Source: an optimization exercise on an open RTL-to-GDS flow (aim: small area, a short achievable clock period and few clock cycles per item). Production flows keep margins and buffers that such runs may drop.
In this exercise RTL edits were held to simulation tests only and were not proved equivalent to the original.

**design/flow/run.sh**
```bash
#!/bin/bash
# synth_recipe.tcl (not shown) runs the flow's synth.tcl, then flattens the netlist and writes it again
# the make line also repeats each setting of config.mk as NAME=value (left out here)
make -C /OpenROAD-flow-scripts/flow DESIGN_CONFIG=/design/flow/config.mk WORK_HOME=/design/flow/orfs CLKGATE_MAP_FILE= SYNTH_SCRIPT=/design/flow/synth_recipe.tcl finish
```
**design/flow/config.mk**
```make
export PLATFORM = sky130hd
export DESIGN_NAME = admm_check_node
export DESIGN_NICKNAME = admm_check_node
export VERILOG_FILES = /design/flow/design.v
export SDC_FILE = /design/flow/constraint.sdc
export NUM_CORES = 4
export LEC_CHECK = 0
export ABC_AREA = 1
export CAP_MARGIN = 20
export CORE_MARGIN = 2
export CORE_UTILIZATION = 60
export SETUP_SLACK_MARGIN = 5.0
export SLEW_MARGIN = 20
```
**design/flow/constraint.sdc**
```tcl
create_clock -name core_clock -period 10.0 [get_ports {clk}]
set_input_delay 2.0000 -clock core_clock [delete_from_list [all_inputs] [get_ports {clk}]]
set_output_delay 2.0000 -clock core_clock [all_outputs]
set_load 0.01 [all_outputs]
```
**design/flow/design.v**
```verilog
module acn_reg #(parameter W = 1, parameter ON = 1) (
	input clk,
	input en,
	input [W-1:0] d,
	output [W-1:0] q
);
generate
	if (ON) begin : r
		reg [W-1:0] q_r;
		always @(posedge clk)
			if (en) q_r <= d;
		assign q = q_r;
	end else begin : w
		assign q = d;
	end
endgenerate
endmodule
module acn_csa #(parameter W = 8) (
	input [W-1:0] a,
	input [W-1:0] b,
	input [W-1:0] c,
	output [W-1:0] s,
	output [W-1:0] cy
);
wire [W-1:0] m = (a & b) | (c & (a ^ b));
assign s = a ^ b ^ c;
assign cy = {m[W-2:0], 1'b0};
endmodule
module acn_divc #(parameter D = 3, parameter N = 20) (
	input [N-1:0] x,
	output [N-1:0] q,
	output [2:0] r
);
localparam L = clog2f(N);
wire [2:0] pv [0:L][0:N-1];
genvar l, k;
generate
	for (k = 0; k < N; k = k + 1) begin : init
		assign pv[0][k] = {2'b00, x[N-1-k]};
	end
	for (l = 0; l < L; l = l + 1) begin : lev
		for (k = 0; k < N; k = k + 1) begin : node
			if ((k >> l) & 1) begin : comb
				localparam integer J = ((k >> l) << l) - 1;
				localparam integer M = pow2mod(k - J);
				assign pv[l+1][k] = addmod(mulmod(pv[l][J], M), pv[l][k]);
			end else begin : pass
				assign pv[l+1][k] = pv[l][k];
			end
		end
	end
	for (k = 0; k < N; k = k + 1) begin : qbits
		if (k == 0) begin : first
			assign q[N-1] = (x[N-1] >= D);
		end else begin : rest
			wire [3:0] tw = {pv[L][k-1], 1'b0} + x[N-1-k];
			assign q[N-1-k] = (tw >= D);
		end
	end
endgenerate
assign r = pv[L][N-1];
function [2:0] addmod;
	input [2:0] a;
	input [2:0] b;
	integer i;
	begin
		addmod = 3'd0;
		for (i = 0; i < D * D; i = i + 1)
			if (a == i / D && b == i % D) addmod = (i / D + i % D) % D;
	end
endfunction
function [2:0] mulmod;
	input [2:0] a;
	input integer m;
	integer i;
	begin
		mulmod = 3'd0;
		for (i = 0; i < D; i = i + 1)
			if (a == i) mulmod = (i * m) % D;
	end
endfunction
function integer pow2mod;
	input integer e;
	integer i;
	begin
		pow2mod = 1;
		for (i = 0; i < e; i = i + 1)
			pow2mod = (pow2mod * 2) % D;
	end
endfunction
function integer clog2f;
	input integer v;
	integer t;
	begin
		t = v - 1;
		for (clog2f = 0; t > 0; clog2f = clog2f + 1)
			t = t >> 1;
	end
endfunction
endmodule
module admm_check_node (
	input clk,
	input reset,
	input ready_in,
	input valid_in,
	input [7:0] tag_in,
	input [54:0] messages_in,
	input [54:0] duals_in,
	output busy,
	output ready_out,
	output valid_out,
	output [7:0] tag_out,
	output checkNotSatisfied,
	output [54:0] messages_out,
	output [54:0] duals_out
);
localparam C1 = 1;  
localparam C2 = 1;  
localparam C3 = 1;  
localparam C4 = 1;  
localparam C5 = 1;  
localparam C6 = 1;  
localparam NS = C1 + C2 + C3 + C4 + C5 + C6;
wire en = ready_in;
assign ready_out = ready_in;
reg [NS-1:0] vld;
always @(posedge clk or posedge reset)
	if (reset) vld <= {NS{1'b0}};
	else if (en) vld <= {vld[NS-2:0], valid_in};
assign valid_out = vld[NS-1] & ready_in;
assign busy = |vld;
genvar g, h;
wire [74:0] w0_flat;
wire [4:0] sv0;
wire [4:0] xs;
generate
	for (g = 0; g < 5; g = g + 1) begin : s1
		wire signed [10:0] x = messages_in[11*g +: 11];
		wire signed [10:0] l = duals_in[11*g +: 11];
		wire signed [15:0] xe = x;
		wire signed [15:0] le = {l[10], l, 4'b0000};
		wire signed [15:0] v = xe + le;
		wire signed [15:0] nv = -xe - le;
		assign sv0[g] = v[15];
		assign w0_flat[15*g +: 15] = v[15] ? nv[14:0] : v[14:0];
		assign xs[g] = x[10];
	end
endgenerate
wire cns0 = ^(~xs);
wire [74:0] w1_flat;
wire [4:0] sv1;
wire [8:0] tg1;
acn_reg #(75, C1) r1w (clk, en, w0_flat, w1_flat);
acn_reg #(5, C1) r1s (clk, en, sv0, sv1);
acn_reg #(9, C1) r1t (clk, en, {tag_in, cns0}, tg1);
wire [14:0] w [0:4];
wire [4:0] big, f0;
generate
	for (g = 0; g < 5; g = g + 1) begin : s2w
		assign w[g] = w1_flat[15*g +: 15];
		assign big[g] = |w[g][14:9];
		assign f0[g] = ~sv1[g] & (|w[g]);
	end
endgenerate
wire [9:0] le;
generate
	for (g = 0; g < 5; g = g + 1) begin : s2c
		for (h = g + 1; h < 5; h = h + 1) begin : c
			assign le[pidx(g, h)] = w[g] <= w[h];
		end
	end
endgenerate
wire [4:0] bef [0:4];
wire [4:0] amin;
generate
	for (g = 0; g < 5; g = g + 1) begin : s2b
		wire [4:0] am;
		for (h = 0; h < 5; h = h + 1) begin : b
			if (h < g) begin : lo
				assign bef[g][h] = le[pidx(h, g)];
				assign am[h] = ~(le[pidx(h, g)] | big[g]);
			end else if (h > g) begin : hi
				assign bef[g][h] = ~le[pidx(g, h)];
				assign am[h] = le[pidx(g, h)] | big[h];
			end else begin : eq
				assign bef[g][h] = 1'b0;
				assign am[h] = 1'b1;
			end
		end
		assign amin[g] = &am;
	end
endgenerate
wire flip = ~(^f0);
wire [4:0] f2 = f0 ^ ({5{flip}} & amin);
wire [4:0] ts2 = f2 ^ sv1;  
wire [2:0] rk [0:4];
generate
	for (g = 0; g < 5; g = g + 1) begin : s2r
		wire [2:0] wr = bef[g][0] + bef[g][1] + bef[g][2] + bef[g][3] + bef[g][4];
		wire mb = |(amin & bef[g]);
		assign rk[g] = ~flip ? wr : amin[g] ? 3'd0 : wr + {2'b00, ~mb};
	end
endgenerate
wire [79:0] s2_flat;
generate
	for (g = 0; g < 5; g = g + 1) begin : s2s
		wire [15:0] t [0:4];
		wire [15:0] m [0:4];
		for (h = 0; h < 5; h = h + 1) begin : mm
			assign t[h] = ts2[h] ? -{1'b0, w[h]} : {1'b0, w[h]};
			assign m[h] = {16{rk[h] == g}} & t[h];
		end
		assign s2_flat[16*g +: 16] = m[0] | m[1] | m[2] | m[3] | m[4];
	end
endgenerate
wire [79:0] s3_flat;
wire [74:0] w3_flat;
wire [4:0] sv3, ts3;
wire [8:0] tg3;
acn_reg #(80, C2) r2s (clk, en, s2_flat, s3_flat);
acn_reg #(75, C2) r2w (clk, en, w1_flat, w3_flat);
acn_reg #(5, C2) r2v (clk, en, sv1, sv3);
acn_reg #(5, C2) r2f (clk, en, ts2, ts3);
acn_reg #(9, C2) r2t (clk, en, tg1, tg3);
wire signed [15:0] s [0:4];
generate
	for (g = 0; g < 5; g = g + 1) begin : s3s
		assign s[g] = s3_flat[16*g +: 16];
	end
endgenerate
wire [18:0] ns [0:4];
generate
	for (g = 0; g < 5; g = g + 1) begin : s3n
		assign ns[g] = ~{{3{s[g][15]}}, s[g]};
	end
endgenerate
wire [18:0] a012s, a012c, a3s, a3c, k4s, k4c, a4s, a4c, a4t, a4u, k2s, k2c;
acn_csa #(19) cs0 (ns[0], ns[1], ns[2], a012s, a012c);
acn_csa #(19) cs1 (a012s, a012c, 19'd1027, k2s, k2c);
acn_csa #(19) cs2 (a012s, a012c, ns[3], a3s, a3c);
acn_csa #(19) cs3 (ns[3], ns[4], 19'd1029, k4s, k4c);
acn_csa #(19) cs4 (a012s, a012c, k4s, a4s, a4c);
acn_csa #(19) cs5 (a4s, a4c, k4c, a4t, a4u);
wire [18:0] a3t, a3u;
acn_csa #(19) cs6 (a3s, a3c, 19'd1028, a3t, a3u);
wire signed [18:0] N0 = ns[0] + 19'd1025;
wire signed [18:0] N1 = ns[0] + ns[1] + 19'd1026;
wire signed [18:0] N2 = k2s + k2c;
wire signed [18:0] N3 = a3t + a3u;
wire signed [18:0] N4 = a4t + a4u;
wire [18:0] ps [0:4];
generate
	for (g = 0; g < 5; g = g + 1) begin : s3p
		assign ps[g] = {{3{s[g][15]}}, s[g]};
	end
endgenerate
wire [18:0] g1s, g1c;
acn_csa #(19) cg1 (ns[0], ps[1], 19'd1024, g1s, g1c);
wire [18:0] g1v = g1s + g1c;
wire [18:0] g2s, g2c, g2t, g2u;
acn_csa #(19) cg2a (ns[0], ns[1], {ps[2][17:0], 1'b0}, g2s, g2c);
acn_csa #(19) cg2b (g2s, g2c, 19'd1025, g2t, g2u);
wire [18:0] g2v = g2t + g2u;
wire [18:0] g3m, g3n, g3s, g3c, g3t, g3u;
acn_csa #(19) cg3a (ps[3], {ps[3][17:0], 1'b0}, 19'd1026, g3m, g3n);
acn_csa #(19) cg3b (a012s, a012c, g3m, g3s, g3c);
acn_csa #(19) cg3c (g3s, g3c, g3n, g3t, g3u);
wire [18:0] g3v = g3t + g3u;
wire [18:0] g4m, g4n, g4s, g4c, g4t, g4u;
acn_csa #(19) cg4a (ns[3], {ps[4][16:0], 2'b00}, 19'd1027, g4m, g4n);
acn_csa #(19) cg4b (a012s, a012c, g4m, g4s, g4c);
acn_csa #(19) cg4c (g4s, g4c, g4n, g4t, g4u);
wire [18:0] g4v = g4t + g4u;
wire [4:1] gt = {~g4v[18], ~g3v[18], ~g2v[18], ~g1v[18]};
wire [74:0] w4_flat;
wire [4:0] sv4, ts4;
wire [8:0] tg4;
wire [94:0] N4_flat;
wire [4:1] gt4;
acn_reg #(75, C3) r3w (clk, en, w3_flat, w4_flat);
acn_reg #(5, C3) r3v (clk, en, sv3, sv4);
acn_reg #(5, C3) r3f (clk, en, ts3, ts4);
acn_reg #(9, C3) r3t (clk, en, tg3, tg4);
acn_reg #(95, C3) r3p (clk, en, {N4, N3, N2, N1, N0}, N4_flat);
acn_reg #(4, C3) r3k (clk, en, gt, gt4);
wire [4:0] kh4 = {gt4[4], gt4[3] & ~gt4[4], gt4[2] & ~gt4[3], gt4[1] & ~gt4[2], ~gt4[1]};  
wire [18:0] M0 = N4_flat[0 +: 19];
wire [18:0] M1 = N4_flat[19 +: 19];
wire [18:0] M2 = N4_flat[38 +: 19];
wire [18:0] M3 = N4_flat[57 +: 19];
wire [18:0] M4 = N4_flat[76 +: 19];
wire [19:0] q3;
wire [2:0] m3;
wire [20:0] q5;
wire [2:0] m5;
acn_divc #(3, 20) dv3 ({1'b1, ~M2[18], M2[17:0]}, q3, m3);
acn_divc #(5, 21) dv5 ({2'b10, ~M4[18], M4[17:0]}, q5, m5);
wire [18:0] fl3 = {~q3[18], q3[17:0]};
wire [18:0] fl5 = {~q5[18], q5[17:0]};
wire [18:0] Dv = ({19{kh4[0]}} & M0) | ({19{kh4[1]}} & {M1[18], M1[18:1]}) | ({19{kh4[2]}} & fl3) |
                 ({19{kh4[3]}} & {{2{M3[18]}}, M3[18:2]}) | ({19{kh4[4]}} & fl5);
wire [13:0] ce [0:4];
generate
	for (g = 0; g < 5; g = g + 1) begin : s4c
		wire [14:0] wv = w4_flat[15*g +: 15];
		wire [9:0] cm = (|wv[14:9]) ? 10'd512 : wv[9:0];
		assign ce[g] = {4'd0, cm} ^ {14{ts4[g]}};
	end
endgenerate
wire [2:0] tpc = ts4[0] + ts4[1] + ts4[2] + ts4[3] + ts4[4];
wire [13:0] kc = {3'd0, 2'b11, 6'd0, tpc};
wire [13:0] cs_a, cs_b, cs_c, cs_d, cs_e, cs_f, cs_g, cs_h;
acn_csa #(14) cc0 (ce[0], ce[1], ce[2], cs_a, cs_b);
acn_csa #(14) cc1 (ce[3], ce[4], kc, cs_c, cs_d);
acn_csa #(14) cc2 (cs_a, cs_b, cs_c, cs_e, cs_f);
acn_csa #(14) cc3 (cs_e, cs_f, cs_d, cs_g, cs_h);
wire [13:0] csum = cs_g + cs_h;
wire sel4 = ~csum[13];
reg [5:0] ntl;  
always @* begin
	ntl = 6'd0;
	if (kh4[1]) ntl = {M1[0], 5'd0};
	if (kh4[3]) ntl = {M3[1:0], 4'd0};
	if (kh4[2]) case (m3[1:0]) 2'd1: ntl = 6'd21; 2'd2: ntl = 6'd43; default: ntl = 6'd0; endcase
	if (kh4[4]) case (m5) 3'd1: ntl = 6'd13; 3'd2: ntl = 6'd26; 3'd3: ntl = 6'd38; 3'd4: ntl = 6'd51; default: ntl = 6'd0; endcase
end
wire [74:0] w5_flat;
wire [4:0] sv5, ts5;
wire [8:0] tg5;
wire [18:0] Dv5;
wire [5:0] ntl5;
wire sel5;
acn_reg #(75, C4) r4w (clk, en, w4_flat, w5_flat);
acn_reg #(5, C4) r4v (clk, en, sv4, sv5);
acn_reg #(5, C4) r4f (clk, en, ts4, ts5);
acn_reg #(9, C4) r4t (clk, en, tg4, tg5);
acn_reg #(19, C4) r4d (clk, en, Dv, Dv5);
acn_reg #(6, C4) r4n (clk, en, ntl, ntl5);
acn_reg #(1, C4) r4s (clk, en, sel4, sel5);
wire [4:0] lo = ntl5[5:1];
wire [4:0] lo_p = lo + ntl5[0];
wire c_p = ntl5[0] & (&lo);
wire [4:0] lo_n = -lo;
wire c_n = ~(|lo);
wire [79:0] z5_flat;
generate
	for (g = 0; g < 5; g = g + 1) begin : s5
		wire [14:0] wv = w5_flat[15*g +: 15];
		wire signed [18:0] tx = {4'b0000, wv} ^ {19{ts5[g]}};
		wire signed [1:0] tc = {1'b0, ts5[g]};
		wire signed [18:0] dv = Dv5;
		wire [19:0] Jx = {dv, 1'b1} + {tx, ts5[g]};
		wire signed [18:0] J = Jx[19:1];
		wire y16 = J < 19'sd512;
		wire sv = sv5[g];
		wire f = ts5[g] ^ sv;
		wire [10:0] U = {y16, ~J[9], J[8:0]} ^ {11{f}};
		wire [10:0] Ui = U + (f ? c_n : c_p);
		wire [15:0] sr = J[18] ? {~f, 15'h4000} : {Ui, f ? lo_n : lo_p};
		wire [9:0] cm = (|wv[14:9]) ? 10'd512 : wv[9:0];
		wire [10:0] c = sv ? -{1'b0, cm} : {1'b0, cm};
		assign z5_flat[16*g +: 16] = sel5 ? {c, 5'b00000} : sr;
	end
endgenerate
wire [79:0] z6_flat;
wire [74:0] w6_flat;
wire [4:0] sv6;
wire [8:0] tg6;
acn_reg #(80, C5) r5z (clk, en, z5_flat, z6_flat);
acn_reg #(75, C5) r5w (clk, en, w5_flat, w6_flat);
acn_reg #(5, C5) r5v (clk, en, sv5, sv6);
acn_reg #(9, C5) r5t (clk, en, tg5, tg6);
wire [54:0] dual6, msg6;
generate
	for (g = 0; g < 5; g = g + 1) begin : s6
		wire sv = sv6[g];
		wire [14:0] wv = w6_flat[15*g +: 15];
		wire [15:0] z = z6_flat[16*g +: 16];
		wire signed [10:0] zh = z[15:5];
		wire nz = |z[4:0];
		wire signed [1:0] nzs = {1'b0, nz};
		wire signed [11:0] zh4 = z[15:4];
		wire zz4 = ~(|z[3:0]);
		wire signed [16:0] vx = {2'b00, wv} ^ {17{sv}};    
		wire signed [16:0] nvx = {2'b00, wv} ^ {17{~sv}};  
		wire signed [1:0] svs = {1'b0, sv};
		wire signed [1:0] nsvs = {1'b0, ~sv};
		wire [16:0] nzh = ~{{6{zh[10]}}, zh};
		wire [16:0] kn = {13'd0, 4'd8 + {3'd0, sv} + {3'd0, ~nz}};
		wire [16:0] ns_, nc_;
		acn_csa #(17) cn (vx, nzh, kn, ns_, nc_);
		wire signed [16:0] N = ns_ + nc_;
		wire [16:0] zh4e = {{5{zh4[11]}}, zh4};
		wire [16:0] kg = {13'd0, 4'd8 + {3'd0, ~sv}};
		wire [16:0] gs_, gc_;
		acn_csa #(17) cg (zh4e, nvx, kg, gs_, gc_);
		wire signed [16:0] G = gs_ + gc_;
		assign dual6[11*g +: 11] = (N >= 17'sd16376) ? 11'h3ff :
		                           ((N <= -17'sd16361) | ((N == -17'sd16360) & ~nz)) ? 11'h401 : N[14:4];
		assign msg6[11*g +: 11] = (G >= 17'sd16376) ? 11'h3ff :
		                          ((G <= -17'sd16361) | ((G == -17'sd16360) & zz4)) ? 11'h401 : G[14:4];
	end
endgenerate
acn_reg #(55, C6) r6d (clk, en, dual6, duals_out);
acn_reg #(55, C6) r6m (clk, en, msg6, messages_out);
acn_reg #(9, C6) r6t (clk, en, tg6, {tag_out, checkNotSatisfied});
function integer pidx;
	input integer i;
	input integer j;
	begin
		pidx = i * 4 - (i * (i - 1)) / 2 + (j - i - 1);
	end
endfunction
endmodule
```
==> qor.yml, run 1 <==
synthTopCellsByArea: "edfxtp_1 (34%), ha_1 (17%), inv_1 (7.2%), nand2_1 (6.4%), fa_1 (5.7%)"
min_from: "r2w.r.q_r[45]"
r2r_start: "r1w.r.q_r[1]"
htreeDepth: 3
cts_tree: "done"
finalSetupTns_ns: 0
area_growth_pct: 17.24
synth_largest_area_cell: "edfxtp_1"
netlist.area_leader.share_pct: 33.59
die_w_microns: 362.8
synthTopCellsByCount: "inv_1 (1476), nand2_1 (1311), ha_1 (1080)"
vias: 64870
path_common_cell: "inv_2"
wl_microns: 225200
cts_buffer_depth: 3
drtIter0Drc: 6166
grt_max_degree: 142
numCtsBuffers: 97
dr.pass1.iters: 8
hold_viol: 0
ys.flop_type: "edfxtp_1"
synth_cell_type_count: 79
r2r-end: "r2s.r.q_r[13]"
placed_cell_area_sq_mm: 0.08158
maxSlewHeadroom_pct: 16.50
end_kind: "register"
worstPathRequired_ns: 10.52
path_max_fanout: 12
rr_worst_depth: 28
cts_hold_buf: 0
hold-path-endpoint: "r3w.r.q_r[45]"
yosysSeqAreaShare_pct: 33.79
ys_warn_count: 13
vias_per_cell: 5.829
grt_antenna_before_repair: 8
final_cell_area_sq_mm: 0.09055
setup_viol: 0
synthesis.area_sq_mm: 0.07724
clk_latency_ns: 0.74
finalNetCount: 10810
whs_path_depth: 0
hold_path_class: "register to register"
drive_gt1_share_pct: 11.53
yosysMostFrequentCell: "inv_1"
fp.coreArea_sq_mm: 0.1277
dp_hpwl_microns: 170900
clock-root-buffer: "clkbuf_16"
yosys_register_bits: 870
slowest_delay_ns: 0.49
postSynthAreaPerCell_sq_um: 8.817
max_freq_mhz: 191.6
fin_util_pct: 70.92
route.detailed.drc: 0
clkTransAtPathRegs_ns: 0.06
r2r_slack_ns: 4.78
synth_nets: 10180
die_h_microns: 362.8
die_area_sq_mm: 0.1316
fin_crit_ns: 5.219
fin_skew_ns: 0.03585
synth_edf_count: 864
tightestPinTransition_ns: 1.239
synth-async-reset-ratio_pct: 0.6897
worstPathArrival_ns: 5.74
whs_ns: 0.4041
cpMaxStageDelayCell: "edfxtp_1"
outcome: "finished clean"
syn_inst: 8760
dp_cells: 10590
rows: 131
cts.sinks: 870
slew_violations: 0
grt_first_pass_wirelength_microns: 336800
rsz0062_at_grt: "true"
grt_pass1_vias: 60330
worstSetupPathType: "register to register"
start_util_pct: 60.49
finalCritPeriodShare_pct: 52.19
fin_cells: 11130
drt-wirelength-per-cell_microns: 20.23
io-pin-count: 244
cap_violations: 0
cp-start-kind: "register"
port_buffers: 243
place_congestion: 1.005
postRouteAntennaNets: 0
grt-ovfl-total: 0
gr-usage-all-layers_pct: 32.73
## worst max path at each step
| stage | startpoint | end | cells after the start |
|---|---|---|---|
| 2_1_floorplan | r5v.r.q_r[2] | r6d.r.q_r[23] | 25 |
| 3_3_place_gp | r1w.r.q_r[17] | r2s.r.q_r[0] | 29 |
| 3_5_place_dp | r1w.r.q_r[47] | r2s.r.q_r[0] | 28 |
| 4_1_cts | r1w.r.q_r[17] | r2s.r.q_r[45] | 25 |
| 5_1_grt | r1w.r.q_r[1] | r2s.r.q_r[79] | 28 |
| 6_report | r1w.r.q_r[1] | r2s.r.q_r[13] | 28 |
## cell families after synthesis
| logic type | share of synthesized area [%] |
|---|---|
| adder cells (fa/ha/maj) | 23.22 |
| AO/OA/AOI/OAI | 12.77 |
| flip-flops | 33.79 |
| XOR/XNOR | 7.972 |
| multiplexers | 0.02592 |
| AND/OR/NAND/NOR | 14.16 |
| buffers and inverters | 8.070 |
## per-stage QoR
step / setup slack, ns
floorplan: 5.180
global placement: 3.978
detailed placement: 3.905
CTS: 4.917
global route: 4.753
finish: 4.781
## critical path: cells and delay by family, from the launching register on
| family | cells | cell delay (ns) |
|---|---|---|
| fa+ha+maj | 3 | 0.99 |
| compound gates | 8 | 1.50 |
| buf+inv | 10 | 1.18 |
| simple gates | 7 | 0.82 |
| flops | 1 | 0.49 |
## sequential cells by signal (all words and copies together) (netlist names), 6 cells and up
| name | cells |
|---|---|
| r3p.r.q_r | 95 |
| r2s.r.q_r | 80 |
| r5z.r.q_r | 80 |
| r1w.r.q_r | 75 |
| r2w.r.q_r | 75 |
| r3w.r.q_r | 75 |
| r4w.r.q_r | 75 |
| r5w.r.q_r | 75 |
| r6d.r.q_r | 55 |
| r6m.r.q_r | 55 |
| r4d.r.q_r | 19 |
| r1t.r.q_r | 9 |
| r2t.r.q_r | 9 |
| r3t.r.q_r | 9 |
| r4t.r.q_r | 9 |
| r5t.r.q_r | 9 |
| r6t.r.q_r | 9 |
| r4n.r.q_r | 6 |
| vld | 6 |
## cells in the final DEF, fill, tap and decap left out, types with 95 or more instances in the layout
master / Yosys / layout
o21ai_0: 515 / 441
xnor2_1: 213 / 209
nand3_1: 318 / 309
nor3_1: 100 / 95
clkbuf_16: 0 / 101
fa_1: 221 / 208
ha_1: 1080 / 1047
xor2_1: 490 / 462
nand2_1: 1311 / 1248
inv_1: 1476 / 1391
clkdlybuf4s50_1: 0 / 242
nor2_1: 585 / 542
a21oi_1: 630 / 586
edfxtp_1: 864 / 864
buf_4: 6 / 302
## per-layer routing
metal  track usage, %  wire [microns]  vias to the layer above
met4            12.58           10400                        6
met2            53.38          103100                     2637
met3            4.547           18290                      583
met5                0              41                        -
li1                 -               -                    31040
met1            44.24           93290                    30600
## layout make-up
type	instances	area (sq um)
multi-input cells	6260	47280
fillers	9790	37130
flip-flops and latches	870	26100
repair buffers	635	6005
inverters	1517	5818
clock buffers	116	2499
well taps	1662	2079
clock inverters	61	743.2
repair inverters	5	32.53
diodes	2	5.005
## what timing repair did
item                                    CTS  global route
setup buffers                           117           225
gates resized for setup                 160           531
cloned                                    3            14
endpoints found under the setup margin  337           291
pin swaps                                36           229
Testbench counts, summed over its fixed seeds: cycles 4,848, items 4,800.
==> inputs of run 2 (changes only) <==
--- a/design/flow/design.v
+++ b/design/flow/design.v
@@ -98,6 +98,63 @@
 	end
 endfunction
 endmodule
+module acn_kp (
+	input [74:0] ws_flat,
+	input flip,
+	output [18:0] N0,
+	output [18:0] N1,
+	output [18:0] N2,
+	output [18:0] N3,
+	output [18:0] N4,
+	output [4:1] gt
+);
+genvar g;
+wire [18:0] ws [0:4];    
+wire [18:0] nws [0:4];   
+generate
+	for (g = 0; g < 5; g = g + 1) begin : s3s
+		assign ws[g] = {4'd0, ws_flat[15*g +: 15]};
+		assign nws[g] = ~ws[g];
+	end
+endgenerate
+wire [18:0] y0 = ws[0] ^ {19{flip}};
+wire [18:0] K0 = {8'd0, 1'b1, 9'd0, flip};                  
+wire [18:0] K1 = {8'd0, 1'b1, 8'd0, flip, ~flip};          
+wire [18:0] K2 = {8'd0, 1'b1, 8'd0, 1'b1, flip};           
+wire [18:0] K3 = {8'd0, 1'b1, 7'd0, flip, ~flip, ~flip};  
+wire [18:0] a_s, a_c, n1s, n1c, n2s, n2c, b_s, b_c, n3s, n3c, c_s, c_c, d_s, d_c, n4s, n4c;
+acn_csa #(19) cs0 (y0, ws[1], ws[2], a_s, a_c);
+acn_csa #(19) cs1 (y0, ws[1], K0, n1s, n1c);
+acn_csa #(19) cs2 (a_s, a_c, K0, n2s, n2c);
+acn_csa #(19) cs3 (a_s, a_c, ws[3], b_s, b_c);
+acn_csa #(19) cs4 (b_s, b_c, K0, n3s, n3c);
+acn_csa #(19) cs5 (ws[3], ws[4], K0, c_s, c_c);
+acn_csa #(19) cs6 (a_s, a_c, c_s, d_s, d_c);
+acn_csa #(19) cs7 (d_s, d_c, c_c, n4s, n4c);
+assign N0 = y0 + K0;
+assign N1 = n1s + n1c;
+assign N2 = n2s + n2c;
+assign N3 = n3s + n3c;
+assign N4 = n4s + n4c;
+wire [18:0] g1s, g1c;
+acn_csa #(19) cg1 (y0, K0, nws[1], g1s, g1c);
+wire [18:0] g1v = g1s + g1c;
+wire [18:0] g2s, g2c, g2t, g2u;
+acn_csa #(19) cg2a (y0, ws[1], {nws[2][17:0], 1'b0}, g2s, g2c);
+acn_csa #(19) cg2b (g2s, g2c, K1, g2t, g2u);
+wire [18:0] g2v = g2t + g2u;
+wire [18:0] g3m, g3n, g3s, g3c, g3t, g3u;
+acn_csa #(19) cg3a (nws[3], {nws[3][17:0], 1'b0}, K2, g3m, g3n);
+acn_csa #(19) cg3b (a_s, a_c, g3m, g3s, g3c);
+acn_csa #(19) cg3c (g3s, g3c, g3n, g3t, g3u);
+wire [18:0] g3v = g3t + g3u;
+wire [18:0] g4m, g4n, g4s, g4c, g4t, g4u;
+acn_csa #(19) cg4a (ws[3], {nws[4][16:0], 2'b00}, K3, g4m, g4n);
+acn_csa #(19) cg4b (a_s, a_c, g4m, g4s, g4c);
+acn_csa #(19) cg4c (g4s, g4c, g4n, g4t, g4u);
+wire [18:0] g4v = g4t + g4u;
+assign gt = {~g4v[18], ~g3v[18], ~g2v[18], ~g1v[18]};
+endmodule
 module admm_check_node (
 	input clk,
 	input reset,
@@ -140,9 +197,8 @@
 		wire signed [15:0] xe = x;
 		wire signed [15:0] le = {l[10], l, 4'b0000};
 		wire signed [15:0] v = xe + le;
-		wire signed [15:0] nv = -xe - le;
 		assign sv0[g] = v[15];
-		assign w0_flat[15*g +: 15] = v[15] ? nv[14:0] : v[14:0];
+		assign w0_flat[15*g +: 15] = (v[14:0] ^ {15{v[15]}}) + v[15];
 		assign xs[g] = x[10];
 	end
 endgenerate
@@ -201,77 +257,30 @@
 		assign rk[g] = ~flip ? wr : amin[g] ? 3'd0 : wr + {2'b00, ~mb};
 	end
 endgenerate
-wire [79:0] s2_flat;
+wire [74:0] s2_flat;
 generate
 	for (g = 0; g < 5; g = g + 1) begin : s2s
-		wire [15:0] t [0:4];
-		wire [15:0] m [0:4];
+		wire [14:0] m [0:4];
 		for (h = 0; h < 5; h = h + 1) begin : mm
-			assign t[h] = ts2[h] ? -{1'b0, w[h]} : {1'b0, w[h]};
-			assign m[h] = {16{rk[h] == g}} & t[h];
+			assign m[h] = {15{rk[h] == g}} & w[h];
 		end
-		assign s2_flat[16*g +: 16] = m[0] | m[1] | m[2] | m[3] | m[4];
+		assign s2_flat[15*g +: 15] = m[0] | m[1] | m[2] | m[3] | m[4];
 	end
 endgenerate
-wire [79:0] s3_flat;
+wire [74:0] s3_flat;
+wire flip3;
 wire [74:0] w3_flat;
 wire [4:0] sv3, ts3;
 wire [8:0] tg3;
-acn_reg #(80, C2) r2s (clk, en, s2_flat, s3_flat);
+acn_reg #(75, C2) r2s (clk, en, s2_flat, s3_flat);
+acn_reg #(1, C2) r2p (clk, en, flip, flip3);
 acn_reg #(75, C2) r2w (clk, en, w1_flat, w3_flat);
 acn_reg #(5, C2) r2v (clk, en, sv1, sv3);
 acn_reg #(5, C2) r2f (clk, en, ts2, ts3);
 acn_reg #(9, C2) r2t (clk, en, tg1, tg3);
-wire signed [15:0] s [0:4];
-generate
-	for (g = 0; g < 5; g = g + 1) begin : s3s
-		assign s[g] = s3_flat[16*g +: 16];
-	end
-endgenerate
-wire [18:0] ns [0:4];
-generate
-	for (g = 0; g < 5; g = g + 1) begin : s3n
-		assign ns[g] = ~{{3{s[g][15]}}, s[g]};
-	end
-endgenerate
-wire [18:0] a012s, a012c, a3s, a3c, k4s, k4c, a4s, a4c, a4t, a4u, k2s, k2c;
-acn_csa #(19) cs0 (ns[0], ns[1], ns[2], a012s, a012c);
-acn_csa #(19) cs1 (a012s, a012c, 19'd1027, k2s, k2c);
-acn_csa #(19) cs2 (a012s, a012c, ns[3], a3s, a3c);
-acn_csa #(19) cs3 (ns[3], ns[4], 19'd1029, k4s, k4c);
-acn_csa #(19) cs4 (a012s, a012c, k4s, a4s, a4c);
-acn_csa #(19) cs5 (a4s, a4c, k4c, a4t, a4u);
-wire [18:0] a3t, a3u;
-acn_csa #(19) cs6 (a3s, a3c, 19'd1028, a3t, a3u);
-wire signed [18:0] N0 = ns[0] + 19'd1025;
-wire signed [18:0] N1 = ns[0] + ns[1] + 19'd1026;
-wire signed [18:0] N2 = k2s + k2c;
-wire signed [18:0] N3 = a3t + a3u;
-wire signed [18:0] N4 = a4t + a4u;
-wire [18:0] ps [0:4];
-generate
-	for (g = 0; g < 5; g = g + 1) begin : s3p
-		assign ps[g] = {{3{s[g][15]}}, s[g]};
-	end
-endgenerate
-wire [18:0] g1s, g1c;
-acn_csa #(19) cg1 (ns[0], ps[1], 19'd1024, g1s, g1c);
-wire [18:0] g1v = g1s + g1c;
-wire [18:0] g2s, g2c, g2t, g2u;
-acn_csa #(19) cg2a (ns[0], ns[1], {ps[2][17:0], 1'b0}, g2s, g2c);
-acn_csa #(19) cg2b (g2s, g2c, 19'd1025, g2t, g2u);
-wire [18:0] g2v = g2t + g2u;
-wire [18:0] g3m, g3n, g3s, g3c, g3t, g3u;
-acn_csa #(19) cg3a (ps[3], {ps[3][17:0], 1'b0}, 19'd1026, g3m, g3n);
-acn_csa #(19) cg3b (a012s, a012c, g3m, g3s, g3c);
-acn_csa #(19) cg3c (g3s, g3c, g3n, g3t, g3u);
-wire [18:0] g3v = g3t + g3u;
-wire [18:0] g4m, g4n, g4s, g4c, g4t, g4u;
-acn_csa #(19) cg4a (ns[3], {ps[4][16:0], 2'b00}, 19'd1027, g4m, g4n);
-acn_csa #(19) cg4b (a012s, a012c, g4m, g4s, g4c);
-acn_csa #(19) cg4c (g4s, g4c, g4n, g4t, g4u);
-wire [18:0] g4v = g4t + g4u;
-wire [4:1] gt = {~g4v[18], ~g3v[18], ~g2v[18], ~g1v[18]};
+wire [18:0] N0, N1, N2, N3, N4;
+wire [4:1] gt;
+acn_kp kp (s3_flat, flip3, N0, N1, N2, N3, N4, gt);
 wire [74:0] w4_flat;
 wire [4:0] sv4, ts4;
 wire [8:0] tg4;
==> run 2 against run 1 <==
Net effect:
- still clean on timing, DRC and antenna
- synthesized cell count fell by 8.5%
- cell area decreased by 3.6%
- critical path depth decreased by 5
- non-clock buffer count up 25
- worst hold slack better by 0.012 ns
- utilization up 0.86 points
- global-route usage shrank 0.59 points
- critical endpoint is now r2s.r.q_r[60]
- largest cell class unchanged
==> qor.yml, run 2 <==
die_area_sq_mm: 0.1250
yosysMostFrequentCell: "inv_1"
fin_skew_ns: 0.04397
postRouteAntennaNets: 0
synthesis.area_sq_mm: 0.07331
rsz0062_at_grt: "true"
maxSlewHeadroom_pct: 25.17
hold_path_class: "register to register"
r2r_start: "r1w.r.q_r[69]"
die_h_microns: 353.6
grt_first_pass_wirelength_microns: 313000
cts_tree: "done"
drive_gt1_share_pct: 13.87
worstPathRequired_ns: 10.47
fp.coreArea_sq_mm: 0.1216
layout_common_cells: "inv_1 (1183), nand2_1 (1061), ha_1 (901), edfxtp_1 (860), xor2_1 (516)"
vias_per_cell: 5.835
top_register: "r3p.r.q_r"
r2r-end: "r2s.r.q_r[60]"
max_freq_mhz: 189.3
finalSetupTns_ns: 0
fill_cells: 9130
cap_violations: 0
synthTopCellsByCount: "inv_1 (1250), nand2_1 (1168), ha_1 (954)"
grt_max_degree: 188
whs_path_depth: 0
vias: 60460
htreeDepth: 3
synth-async-reset-ratio_pct: 0.6928
synth_cell_type_count: 84
multi_input_area_sq_mm: 0.04477
path_max_fanout: 11
setup_viol: 0
slew_violations: 0
finalCritPeriodShare_pct: 52.82
synth_largest_area_cell: "edfxtp_1"
rows: 128
final_common_cell: "inv_1"
r2r_slack_ns: 4.72
dr.pass1.iters: 7
dp_hpwl_microns: 153500
tightestPinTransition_ns: 1.123
worst_slack_ns: 4.718
path_cells: "clkinvlp_4, buf_4, ha_1, nand2_1, nor3_1, inv_1, o221ai_2, nand2_2, fa_1, inv_2, ha_4, ha_4, inv_2, fa_1, inv_2, a31oi_4, buf_6, nand2_8, buf_4, nor2_4, buf_12, nand2_1, o211ai_1"
die_w_microns: 353.6
slowest_delay_ns: 0.64
end_kind: "register"
numCtsBuffers: 96
grt_antenna_before_repair: 5
port_buffers: 243
seq_area_sq_mm: 0.02597
worstPathArrival_ns: 5.76
clock-root-buffer: "clkbuf_16"
worstSetupPathType: "register to register"
cp-start-kind: "register"
gr-usage-all-layers_pct: 32.15
yosys_register_bits: 866
cpMaxStageDelayCell: "edfxtp_1"
placed_cell_area_sq_mm: 0.07761
cts.sinks: 866
final_cell_area_sq_mm: 0.08725
ys_warn_count: 14
hold-path-endpoint: "r5t.r.q_r[1]"
io-pin-count: 244
synth_edf_count: 860
drtIter0Drc: 6153
clkTransAtPathRegs_ns: 0.06
top_regs: "r3p.r.q_r (95), r5z.r.q_r (80)"
min_from: "r4t.r.q_r[1]"
whs_ns: 0.4162
fin_crit_ns: 5.282
path_common_cell: "inv_2"
route.detailed.drc: 0
start_util_pct: 60.31
largest_reg_flops: 95
ys.flop_type: "edfxtp_1"
synthTopCellsByArea: "edfxtp_1 (35%), ha_1 (16%), inv_1 (6.4%), xor2_1 (6.2%), nand2_1 (6.0%)"
place_ws_ns: 3.813
place_congestion: 0.9865
cts_buffer_depth: 3
clk_latency_ns: 0.71
grt_pass1_vias: 56160
outcome: "finished clean"
area_growth_pct: 19.02
rr_worst_depth: 23
finalNetCount: 9943
netlist.area_leader.share_pct: 35.23
grt-ovfl-total: 0
postSynthAreaPerCell_sq_um: 9.142
wl_microns: 213000
yosysSeqAreaShare_pct: 35.43
drt-wirelength-per-cell_microns: 20.55
hold_viol: 0
synth_nets: 9307
syn_inst: 8019
## run 2: changes by cell type after synthesis, moves of 15 or more
cell and delta:
nand2_1 -143, nand3_1 +36, xnor2_1 +23, nor2_1 -167
o21ai_0 -86, ha_1 -126, nand4_1 +17, inv_1 -226
a21oi_1 -61, o31ai_1 -16, a22oi_1 -30, xor2_1 +33
o22ai_1 -24, or2_2 +15
## run 2: cells by family (layout without fill, tap and decap cells)
logic type	after synthesis	in the layout	synth area share (%)
AO/OA/AOI/OAI	1463	1464	11.88
XOR/XNOR	759	759	9.068
adder cells (fa/ha/maj)	1166	1166	22.07
buffers and inverters	1414	2122	7.381
flip-flops	866	866	35.43
multiplexers	3	3	0.04096
other	0	3	0
AND/OR/NAND/NOR	2348	2354	14.13
## run 2: through the flow
step / utilization [%] / instances
final: 71.78 / 10360
after global placement: 63.83 / 9806
after global routing: 71.77 / 10360
after detailed placement: 63.84 / 9806
after floorplan: - / 8019
after CTS: 68.20 / 10140
## run 2: layout make-up
type / count / share of cell area [%]
Multi-Input combinational cell: 5746 / 51.31
Sequential cell: 866 / 29.77
Timing Repair Buffer: 660 / 7.190
Inverter: 1285 / 5.620
Clock buffer: 108 / 2.902
Tap cell: 1625 / 2.330
Clock inverter: 69 / 0.8690
Antenna cell: 3 / 0.008604
## run 2: worst max-delay path by stage
stage,start,endpoint,slack [ns],cells past startpoint
2_1_floorplan,r2p.r.q_r,r3p.r.q_r[94],4.97,21
3_3_place_gp,r1w.r.q_r[28],r2s.r.q_r[58],3.90,26
3_5_place_dp,messages_in[21],r1w.r.q_r[29],3.81,17
4_1_cts,r5z.r.q_r[34],r6d.r.q_r[23],5.00,26
5_1_grt,r1w.r.q_r[2],r2s.r.q_r[17],4.69,28
6_report,r1w.r.q_r[69],r2s.r.q_r[60],4.72,23
## run 2: worst max-delay path: cells and delay by family, from the launching register on
| kind | cells | cell delay [ns] |
|---|---|---|
| fa+ha+maj | 5 | 1.71 |
| buf+inv | 9 | 1.36 |
| simple gates | 6 | 0.70 |
| compound gates | 3 | 0.64 |
| flops | 1 | 0.64 |
## run 2: metal layers
metal | vias up | routed length, microns | GRT usage [%] | share of wire (%)
met5 | - | 30 | 0 | 0.014
met4 | 4 | 13090 | 14.88 | 6.1
met3 | 767 | 19500 | 5.742 | 9.2
met2 | 2690 | 95300 | 51.82 | 45
met1 | 28200 | 85030 | 42.30 | 40
li1 | 28810 | - | - | -
## run 2: repair_timing
| action | CTS | global route |
|---|---|---|
| endpoints found under the setup margin | 206 | 236 |
| setup buffers | 154 | 206 |
| pin swaps | 34 | 213 |
| hold buffers | 0 | 0 |
| gates cloned | 3 | 12 |
| gates resized for setup | 142 | 655 |
Testbench counts of run 2, summed over its fixed seeds: cycles 4,848, items 4,800.
==> inputs of run 3 (changes only) <==
--- a/design/flow/design.v
+++ b/design/flow/design.v
@@ -249,12 +249,13 @@
 wire flip = ~(^f0);
 wire [4:0] f2 = f0 ^ ({5{flip}} & amin);
 wire [4:0] ts2 = f2 ^ sv1;  
-wire [2:0] rk [0:4];
+wire [4:0] oh [0:4];
 generate
 	for (g = 0; g < 5; g = g + 1) begin : s2r
-		wire [2:0] wr = bef[g][0] + bef[g][1] + bef[g][2] + bef[g][3] + bef[g][4];
-		wire mb = |(amin & bef[g]);
-		assign rk[g] = ~flip ? wr : amin[g] ? 3'd0 : wr + {2'b00, ~mb};
+		wire [4:0] ow = cnt1h(bef[g]);             
+		wire mb = |(amin & bef[g]);                
+		wire [4:0] ofl = amin[g] ? 5'b00001 : (mb ? ow : {ow[3:0], 1'b0});
+		assign oh[g] = flip ? ofl : ow;
 	end
 endgenerate
 wire [74:0] s2_flat;
@@ -262,7 +263,7 @@
 	for (g = 0; g < 5; g = g + 1) begin : s2s
 		wire [14:0] m [0:4];
 		for (h = 0; h < 5; h = h + 1) begin : mm
-			assign m[h] = {15{rk[h] == g}} & w[h];
+			assign m[h] = {15{oh[h][g]}} & w[h];
 		end
 		assign s2_flat[15*g +: 15] = m[0] | m[1] | m[2] | m[3] | m[4];
 	end
@@ -413,6 +414,20 @@
 acn_reg #(55, C6) r6d (clk, en, dual6, duals_out);
 acn_reg #(55, C6) r6m (clk, en, msg6, messages_out);
 acn_reg #(9, C6) r6t (clk, en, tg6, {tag_out, checkNotSatisfied});
+function [4:0] cnt1h;
+	input [4:0] b;
+	integer i, j, c;
+	begin
+		cnt1h = 5'b00001;
+		for (i = 0; i < 32; i = i + 1) begin
+			c = 0;
+			for (j = 0; j < 5; j = j + 1)
+				c = c + ((i >> j) & 1);
+			if (b == i)
+				cnt1h = 5'b00001 << c;
+		end
+	end
+endfunction
 function integer pidx;
 	input integer i;
 	input integer j;
--- a/design/flow/config.mk
+++ b/design/flow/config.mk
@@ -9,5 +9,5 @@
 export CAP_MARGIN = 20
 export CORE_MARGIN = 2
 export CORE_UTILIZATION = 60
-export SETUP_SLACK_MARGIN = 5.0
+export SETUP_SLACK_MARGIN = 4.7
 export SLEW_MARGIN = 20
==> run 3 against run 2 <==
Net effect:
- first-iteration DRC count is 11% lower
- still clean
- global-route usage down 1.1 points
- final cell count decreased by 2.1%
- critical endpoint is now r3p.r.q_r[94]
- highest routed layer unchanged
==> qor.yml, run 3 <==
synth-xor-area-share_pct: 8.974
hold-path-endpoint: "r3w.r.q_r[51]"
grt_antenna_before_repair: 7
drive_gt1_share_pct: 5.768
cpMaxStageDelayCell: "fa_1"
hold_path_class: "register to register"
port_buffers: 243
gr-usage-all-layers_pct: 31.04
yosysMostFrequentCell: "nand2_1"
ys_warn_count: 14
path_max_fanout: 13
place_congestion: 1.054
route.detailed.drc: 0
clock-root-buffer: "clkbuf_16"
min_from: "r2w.r.q_r[51]"
synthesis.area_sq_mm: 0.07320
setup_viol: 0
end_kind: "register"
htreeDepth: 3
numCtsBuffers: 93
r2r_slack_ns: 4.81
grt_pass1_vias: 56170
synthTopCellsByArea: "edfxtp_1 (35%), ha_1 (16%), nand2_1 (6.5%), inv_1 (6.4%), xor2_1 (6.3%)"
dr.pass1.iters: 10
r2r-end: "r3p.r.q_r[94]"
synth_largest_area_cell: "edfxtp_1"
postSynthAreaPerCell_sq_um: 9.018
die_h_microns: 353.3
worstPathRequired_ns: 10.43
cts.sinks: 866
cap_violations: 0
rr_worst_depth: 23
path_cells: "buf_12, or2_2, nand2_2, fa_2, inv_4, fa_1, fa_1, ha_1, inv_1, fa_2, nor2_2, a211oi_2, o21ai_2, nand3_1, nand2_1, nand3_1, nand2_1, a21oi_2, o21bai_1, a21oi_2, o21bai_1, a211oi_2, xor2_1"
fin_skew_ns: 0.03930
largest_reg_flops: 95
place_ws_ns: 3.543
dp_hpwl_microns: 153400
drt-wirelength-per-cell_microns: 19.51
worstSetupPathType: "register to register"
netlist.area_leader.share_pct: 35.28
fin_crit_ns: 5.191
fin_util_pct: 67.48
synth_fa_ha_area_share_pct: 21.54
synth-async-reset-ratio_pct: 0.6928
syn_inst: 8117
synthTopCellsByCount: "nand2_1 (1258), inv_1 (1255), ha_1 (937)"
top_register: "r3p.r.q_r"
placed_cell_area_sq_mm: 0.07752
synth_nets: 9378
cp-start-kind: "register"
cts_hold_buf: 0
worst_slack_ns: 4.809
yosysSeqAreaShare_pct: 35.49
finalCritPeriodShare_pct: 51.91
layout_common_cells: "nand2_1 (1241), inv_1 (1240), ha_1 (923), edfxtp_1 (860), a21oi_1 (562)"
finalNetCount: 9697
vias_per_cell: 5.792
postRouteAntennaNets: 0
outcome: "finished clean"
fp.coreArea_sq_mm: 0.1214
yosys_register_bits: 866
synth_cell_type_count: 81
ys.flop_type: "edfxtp_1"
final_cell_area_sq_mm: 0.08192
slowest_delay_ns: 0.55
die_w_microns: 353.3
die_area_sq_mm: 0.1248
cts_buffer_depth: 3
io-pin-count: 244
area_growth_pct: 11.91
worstPathArrival_ns: 5.62
final_common_cell: "nand2_1"
synth_top_family_by_area: "adder cells"
synth_edf_count: 860
wl_microns: 197900
rsz0062_at_grt: "true"
cts_tree: "done"
max_freq_mhz: 192.7
grt-ovfl-total: 0
grt_first_pass_wirelength_microns: 306100
finalSetupTns_ns: 0
grt_max_degree: 179
drtIter0Drc: 5479
clk_latency_ns: 0.73
hold_viol: 0
top_regs: "r3p.r.q_r (95), r5z.r.q_r (80)"
synth_compound_area_share_pct: 11.92
r2r_start: "r2p.r.q_r"
maxSlewHeadroom_pct: 25.26
slew_violations: 0
rows: 128
synth_simple_gate_area_share_pct: 14.70
vias: 58740
clkTransAtPathRegs_ns: 0.06
whs_path_depth: 0
tightestPinTransition_ns: 1.121
muxShareOfSynthArea_pct: 0.04102
start_util_pct: 60.30
==> run 3: changes by cell type after synthesis, sizes merged, moves of 15 or more <==
cell    before   now
nand2     1183  1280
nor2       439   505
nand3      359   322
nand4      102   134
o22ai       37    68
o21ai      450   431
a211oi      49    32
ha         954   937
xnor2      236   220
a31oi       35    20
o22a         0    15
==> run 3: layout make-up <==
cell class	count	area [sq um]
multi-input cells	5838	42580
fillers	9886	39480
flip-flops and latches	866	25970
inverters	1297	4885
repair buffers	340	3272
clock buffers	109	2387
well taps	1625	2033
clock inverters	63	774.5
diodes	3	7.507
==> run 3: routing by layer <==
metal	routed length, microns	vias up	part of all wire, %	global-route usage, %
li1	-	28380	-	-
met1	84150	27410	43	42.28
met2	88710	2396	45	49.29
met3	16110	538	8.1	5.240
met4	8886	4	4.5	12.78
met5	23	-	0.012	0
==> run 3: worst max path at each step <==
stage                    endpoint       startpoint  slack, ns  cells after the start
finish              r3p.r.q_r[94]        r2p.r.q_r       4.81                     23
global route        r6d.r.q_r[23]    r5z.r.q_r[33]       4.61                     26
CTS                 r3p.r.q_r[94]        r2p.r.q_r       4.61                     24
detailed placement  r1w.r.q_r[14]  messages_in[10]       3.54                     20
global placement    r1w.r.q_r[14]  messages_in[10]       3.66                     20
floorplan           r3p.r.q_r[94]        r2p.r.q_r       4.72                     23
==> run 3: what timing repair did <==
item | 4_1_cts | 5_1_grt
gates cloned | 0 | 2
gates resized for setup | 34 | 131
setup buffers | 2 | 57
pin swaps | 2 | 25
endpoints found under the setup margin | 42 | 183
==> run 3: logic make-up (layout without fill, tap and decap cells) <==
family | after synthesis | after routing
compound gates | 1479 | 1480
xor+xnor | 750 | 750
fa+ha+maj | 1139 | 1139
buf+inv | 1414 | 1809
flops | 866 | 866
mux | 3 | 3
other cells | 0 | 3
simple gates | 2466 | 2466
==> run 3: metrics by stage <==
stage / cells / hold slack, ns
floorplan: 8117 / 0.4003
detailed placement: 9905 / 0.4045
finish: 10140 / 0.4065
global placement: 9905 / 0.4004
global route: 10140 / 0.4115
CTS: 10080 / 0.4070
==> run 3: critical path, delay by kind of cell, from the launching register on <==
kind | cells | cell delay, ns
AND/OR/NAND/NOR | 7 | 0.99
flip-flops | 1 | 0.43
AO/OA/AOI/OAI | 7 | 0.98
buffers and inverters | 3 | 0.35
adder cells (fa/ha/maj) | 5 | 1.98
XOR/XNOR | 1 | 0.15
Testbench counts of run 3, summed over its fixed seeds: cycles 4,848, items 4,800.
==> inputs of run 4 (changes only) <==
--- a/design/flow/config.mk
+++ b/design/flow/config.mk
@@ -5,7 +5,6 @@
 export SDC_FILE = /design/flow/constraint.sdc
 export NUM_CORES = 4
 export LEC_CHECK = 0
-export ABC_AREA = 1
 export CAP_MARGIN = 20
 export CORE_MARGIN = 2
 export CORE_UTILIZATION = 60
==> run 4 against run 3 <==
Net effect:
- via count up 6.5%
- clock skew up 0.019 ns
- first-iteration DRC count up 16%
- global-route usage up 1.2 points
- maximum frequency down 2.3%
- cell area up 6.2%
- die area up 4.0%
- critical path type unchanged
- critical endpoint unchanged
==> qor.yml, run 4 <==
clock-root-buffer: "clkbuf_16"
worstSetupPathType: "register to register"
clkTransAtPathRegs_ns: 0.07
clk_latency_ns: 0.74
hold_path_class: "register to register"
die_area_sq_mm: 0.1298
slew_violations: 0
path_max_fanout: 4
fin_crit_ns: 5.312
drtIter0Drc: 6341
grtUsageMet2_pct: 51.57
synthTopCellsByArea: "edfxtp_1 (34%), ha_1 (15%), xnor2_1 (5.9%), fa_1 (5.3%), inv_1 (3.7%)"
wl_microns: 217600
place_ws_ns: 3.124
synthTopCellsByCount: "ha_1 (937), edfxtp_1 (860), inv_1 (752)"
top_register: "r3p.r.q_r"
setup_viol: 0
postSynthAreaPerCell_sq_um: 9.750
fill_cells: 9684
top_regs: "r3p.r.q_r (95), r5z.r.q_r (80)"
worstPathArrival_ns: 5.75
grt_antenna_before_repair: 8
die_w_microns: 360.3
max_freq_mhz: 188.3
final_cell_area_sq_mm: 0.08702
area_growth_pct: 14.23
synth_edf_count: 860
synth_largest_area_cell: "edfxtp_1"
fin_util_pct: 69.21
place_congestion: 0.9916
rsz0062_at_grt: "true"
port_buffers: 243
grt_max_degree: 160
finalNetCount: 9476
grt-ovfl-total: 0
worst_slack_ns: 4.688
cts_hold_buf: 0
largest_reg_flops: 95
gr-usage-all-layers_pct: 32.23
yosysSeqAreaShare_pct: 34.10
synth_cell_type_count: 122
ys.flop_type: "edfxtp_1"
postRouteAntennaNets: 0
route.detailed.drc: 0
rows: 130
dr.pass1.iters: 14
hold_viol: 0
tightestPinTransition_ns: 1.059
finalCritPeriodShare_pct: 53.12
final_common_cell: "ha_1"
syn_inst: 7813
placed_cell_area_sq_mm: 0.08051
finalSetupTns_ns: 0
synthesis.area_sq_mm: 0.07618
outcome: "finished clean"
cp-start-kind: "register"
start_util_pct: 60.59
fp.coreArea_sq_mm: 0.1257
maxSlewHeadroom_pct: 29.37
netlist.area_leader.share_pct: 33.90
grt_busiest_layer: "met2"
cts.sinks: 866
yosysMostFrequentCell: "ha_1"
synth_nets: 9074
cts_tree: "done"
vias_per_cell: 6.290
cap_violations: 0
grt_pass1_vias: 58950
vias: 62540
layout_common_cells: "ha_1 (902), edfxtp_1 (860), inv_1 (732), nand2_1 (540), xnor2_1 (504)"
drive_gt1_share_pct: 10.53
end_kind: "register"
htreeDepth: 3
drt-wirelength-per-cell_microns: 21.89
grtUsageMet1_pct: 43.40
dp_hpwl_microns: 159500
fin_skew_ns: 0.05812
ys_warn_count: 14
grtUsageMet3_pct: 5.418
io-pin-count: 244
grt_first_pass_wirelength_microns: 330800
yosys_register_bits: 866
worstPathRequired_ns: 10.43
synth-async-reset-ratio_pct: 0.6928
die_h_microns: 360.3
cts_buffer_depth: 3
numCtsBuffers: 93
-- run 4: worst paths after layout --
check / startpoint / end / slack (ns) / cells past startpoint
setup / recovery: r2p.r.q_r / r3p.r.q_r[94] / 4.69 / 24
min in group asynchronous: reset / vld[1] / 1.52 / 2
hold reg to reg: r5t.r.q_r[2] / r6t.r.q_r[2] / 0.41 / 0
max in group asynchronous: reset / vld[0] / 8.28 / 2
setup reg to reg: r2p.r.q_r / r3p.r.q_r[94] / 4.69 / 24
hold / removal: r5t.r.q_r[2] / r6t.r.q_r[2] / 0.41 / 0
-- run 4: layout make-up --
cell class | count | area [sq um] | area share (%)
Sequential cell | 866 | 25970 | 29.85
Clock buffer | 110 | 2391 | 2.748
Multi-Input combinational cell | 5922 | 47920 | 55.07
Clock inverter | 58 | 626.9 | 0.7204
Inverter | 757 | 2856 | 3.283
Tap cell | 1650 | 2064 | 2.372
Timing Repair Buffer | 573 | 5165 | 5.935
Antenna cell | 4 | 10.01 | 0.01150
Timing Repair inverter | 2 | 10.01 | 0.01150
-- run 4: metal layers --
| metal | share of wire (%) | routed length (microns) | vias to the layer above |
|---|---|---|---|
| met2 | 45 | 98890 | 2829 |
| met4 | 4.7 | 10280 | 6 |
| met3 | 8.8 | 19080 | 607 |
| met5 | 0.017 | 37 | - |
| met1 | 41 | 89360 | 29750 |
| li1 | - | - | 29350 |
-- run 4: repair_timing --
item	CTS	global route
pin swaps	42	133
gates resized for setup	107	246
gates cloned	8	3
setup endpoints to repair	193	225
buffers inserted	69	176
-- run 4: cell families after synthesis --
| logic type | count (synthesis) | share of synthesized area, % |
|---|---|---|
| flops | 866 | 34.10 |
| xor+xnor | 800 | 9.266 |
| buf+inv | 1031 | 5.254 |
| compound gates | 1955 | 17.17 |
| simple gates | 1950 | 12.54 |
| mux | 70 | 0.9559 |
| fa+ha+maj | 1141 | 20.72 |
-- run 4: critical path: stages (launching register included) --
cell,delay [ns]
edfxtp_1,0.46
buf_6,0.17
buf_16,0.13
xor2_4,0.19
inv_2,0.07
fa_2,0.58
inv_2,0.07
fa_1,0.46
fa_1,0.56
inv_2,0.05
fa_2,0.37
nor2b_2,0.13
o21ai_2,0.09
a21boi_2,0.18
o21ai_2,0.10
a21boi_2,0.20
o21ai_2,0.09
a21boi_2,0.20
o21ai_2,0.09
a21boi_2,0.18
o21ai_2,0.07
nand2b_1,0.12
a21o_1,0.20
nand4_1,0.11
o211a_1,0.15
-- run 4: metrics by stage --
| step | hold slack [ns] | std cells |
|---|---|---|
| after global routing | 0.4183 | 9939 |
| final | 0.4095 | 9942 |
| after floorplan | 0.4003 | 7813 |
| after global placement | 0.4007 | 9512 |
| after detailed placement | 0.4045 | 9512 |
| after CTS | 0.4115 | 9757 |
==> inputs of run 5 (changes only) <==
--- a/design/flow/config.mk
+++ b/design/flow/config.mk
@@ -5,8 +5,9 @@
 export SDC_FILE = /design/flow/constraint.sdc
 export NUM_CORES = 4
 export LEC_CHECK = 0
+export ABC_AREA = 1
 export CAP_MARGIN = 20
 export CORE_MARGIN = 2
-export CORE_UTILIZATION = 60
+export CORE_UTILIZATION = 70
 export SETUP_SLACK_MARGIN = 4.7
 export SLEW_MARGIN = 20
==> run 5 against run 4 <==
Net effect:
- still clean
- non-clock buffer count is 229 lower
- die area is 17% lower
- final cell count is 0.40% lower
- sequential cell count stayed put
- area after synthesis is 3.9% lower
- via count is 1.2% lower
==> qor.yml, run 5 <==
ys.flop_type: "edfxtp_1"
synthTopCellsByCount: "nand2_1 (1258), inv_1 (1255), ha_1 (937)"
max_freq_mhz: 187.9
vias: 61800
largest_reg_flops: 95
finalCritPeriodShare_pct: 53.23
final_common_cell: "nand2_1"
grt_max_degree: 180
cp-start-kind: "register"
clkTransAtPathRegs_ns: 0.07
clock-root-buffer: "clkbuf_16"
wl_microns: 214400
grt_first_pass_wirelength_microns: 320000
htreeDepth: 3
fin_util_pct: 79.02
synth-async-reset-ratio_pct: 0.6928
gr-usage-all-layers_pct: 38.20
synth_nets: 9378
io-pin-count: 244
drive_gt1_share_pct: 6.164
rows: 118
die_area_sq_mm: 0.1072
tightestPinTransition_ns: 1.137
hold_viol: 0
ys_warn_count: 14
yosys_register_bits: 866
grt_pass1_vias: 59050
grt-ovfl-total: 0
cts.sinks: 866
dr.pass1.iters: 14
postSynthAreaPerCell_sq_um: 9.018
port_buffers: 243
setup_viol: 0
hold_path_class: "register to register"
die_h_microns: 327.4
worstPathRequired_ns: 10.38
vias_per_cell: 6.241
netlist.area_leader.share_pct: 35.28
r2r_slack_ns: 4.68
worstSetupPathType: "register to register"
cap_violations: 0
finalSetupTns_ns: 0
drt-wirelength-per-cell_microns: 21.65
end_kind: "register"
clk_latency_ns: 0.70
slew_violations: 0
synth_largest_area_cell: "edfxtp_1"
syn_inst: 8117
start_util_pct: 70.62
drtIter0Drc: 6683
fp.coreArea_sq_mm: 0.1036
area_growth_pct: 11.89
yosysMostFrequentCell: "nand2_1"
rsz0062_at_grt: "true"
route.detailed.drc: 0
layout_common_cells: "nand2_1 (1240), inv_1 (1238), ha_1 (914), edfxtp_1 (860), a21oi_1 (561)"
cts_tree: "done"
postRouteAntennaNets: 0
finalNetCount: 9702
grt_antenna_before_repair: 7
fin_skew_ns: 0.02499
outcome: "finished clean"
yosysSeqAreaShare_pct: 35.49
worstPathArrival_ns: 5.70
dp_hpwl_microns: 157800
synthTopCellsByArea: "edfxtp_1 (35%), ha_1 (16%), nand2_1 (6.5%), inv_1 (6.4%), xor2_1 (6.3%)"
path_max_fanout: 14
synth_edf_count: 860
cts_buffer_depth: 3
fin_crit_ns: 5.323
synthesis.area_sq_mm: 0.07320
place_congestion: 1.060
synth_cell_type_count: 81
die_w_microns: 327.4
maxSlewHeadroom_pct: 24.10
numCtsBuffers: 91
top_register: "r3p.r.q_r"
top_regs: "r3p.r.q_r (95), r5z.r.q_r (80)"
run 5: changes by cell type after synthesis, moves of 52 or more:
cell,delta
nand2_1,+714
inv_1,+503
xnor2_1,-297
xor2_1,+251
a21o_1,-137
clkbuf_1,-116
a21oi_1,+88
nor2b_1,-88
nand3_1,+76
nand2b_1,-74
and3_1,-69
a222oi_1,-61
nand4_1,+57
nor3_1,-52
run 5: area by class of cell:
class	count	area [sq um]
multi-input combinational	5841	42810
sequential	866	25970
fill	6593	21740
inverter	1297	4882
timing repair buffer	344	3316
clock buffer	102	2318
tap	1380	1727
clock inverter	67	860.8
antenna	5	12.51
run 5: critical path, stage by stage (launching register included):
cell and delay, ns:
edfxtp_1 0.70, inv_1 0.33, ha_1 0.41, a21oi_1 0.15, o21ai_1 0.09, a21oi_1 0.20
o21ai_1 0.09, o21a_1 0.17, o21a_1 0.17, nor2_1 0.09, o21ai_1 0.07, nand2_1 0.23
nor2_1 0.08, inv_1 0.10, nor2_1 0.07, nand2_1 0.23, nand2_1 0.17, inv_1 0.11
nand3_1 0.27, a21oi_1 0.34, inv_1 0.39, a21oi_1 0.29, o221ai_1 0.20
run 5: what timing repair did:
action	4_1_cts	5_1_grt
cloned	1	5
hold buffers	0	0
endpoints found under the setup margin	63	211
resized for setup	29	179
buffers inserted	3	56
pin swaps	1	42
run 5: kinds of logic (layout without fill, tap and decap cells):
| kind of cell | Yosys count | in the layout | synth area share (%) |
|---|---|---|---|
| AND/OR/NAND/NOR | 2466 | 2467 | 14.70 |
| AO/OA/AOI/OAI | 1479 | 1482 | 11.92 |
| buffers and inverters | 1414 | 1810 | 7.342 |
| adder cells (fa/ha/maj) | 1139 | 1139 | 21.54 |
| flip-flops | 866 | 866 | 35.49 |
| XOR/XNOR | 750 | 750 | 8.974 |
| multiplexers | 3 | 3 | 0.04103 |
| other | 0 | 5 | 0 |
run 5: per-stage QoR:
stage	instances	hold WS, ns	area [sq um]	worst slack [ns]
6_report	9902	0.4169	81900	4.677
2_1_floorplan	8117	0.4003	73220	4.715
4_1_cts	9835	0.4089	80530	4.486
5_1_grt	9898	0.4183	81890	4.496
3_5_place_dp	9662	0.4045	77200	3.429
3_3_place_gp	9662	0.4005	77200	3.719
run 5: layer usage:
metal / global-route usage (%) / vias up / share of wire [%]
li1: - / 28440 / -
met1: 48.84 / 28960 / 37
met2: 61.94 / 3505 / 46
met3: 7.666 / 895 / 10
met4: 19.30 / 4 / 6.3
met5: 0 / - / 0.011
run 5: final timing paths:
check | endpoint | start | cells past startpoint
worst max-delay path | r2s.r.q_r[5] | r1w.r.q_r[62] | 22
worst min-delay path | r4t.r.q_r[6] | r3t.r.q_r[6] | 0
worst max register to register | r2s.r.q_r[5] | r1w.r.q_r[62] | 22
worst min register to register | r4t.r.q_r[6] | r3t.r.q_r[6] | 0
max in group asynchronous | vld[1] | reset | 2
min in group asynchronous | vld[4] | reset | 2

-- what the ideal ports hide --
In the flow no input, the clock included, has a driving cell. The finished layouts below were timed again as built, in two steps. Step 1, drivers: a clkbuf_16 drives clk and a buf_2 each remaining input, both assumed. Step 2 times the ports against the registers' clock, not the clock port: input delays grow and output delays shrink by t, the midpoint of the rising clock arrivals with the driver on. Three values: ideal, step 1, step 2; two values: the first two.
run | t (ns) | setup WS [ns] | worst setup path after step 2 | slew at the worst register clock pin (ns)
run 1 | 0.801 | 4.781 / 4.781 / 4.434 | input to register | 0.07 / 0.07
run 2 | 0.773 | 4.718 / 4.718 / 4.470 | input to register | 0.07 / 0.07
run 3 | 0.791 | 4.809 / 4.809 / 4.186 | input to register | 0.07 / 0.07
run 4 | 0.788 | 4.688 / 4.688 / 4.098 | input to register | 0.07 / 0.07
run 5 | 0.764 | 4.677 / 4.677 / 4.113 | input to register | 0.07 / 0.07
After both steps setup and hold are still met in every run listed. For run 3, which loses most, drivers alone change the setup slack by 0.000 ns; drivers and shift together by -0.623 ns.
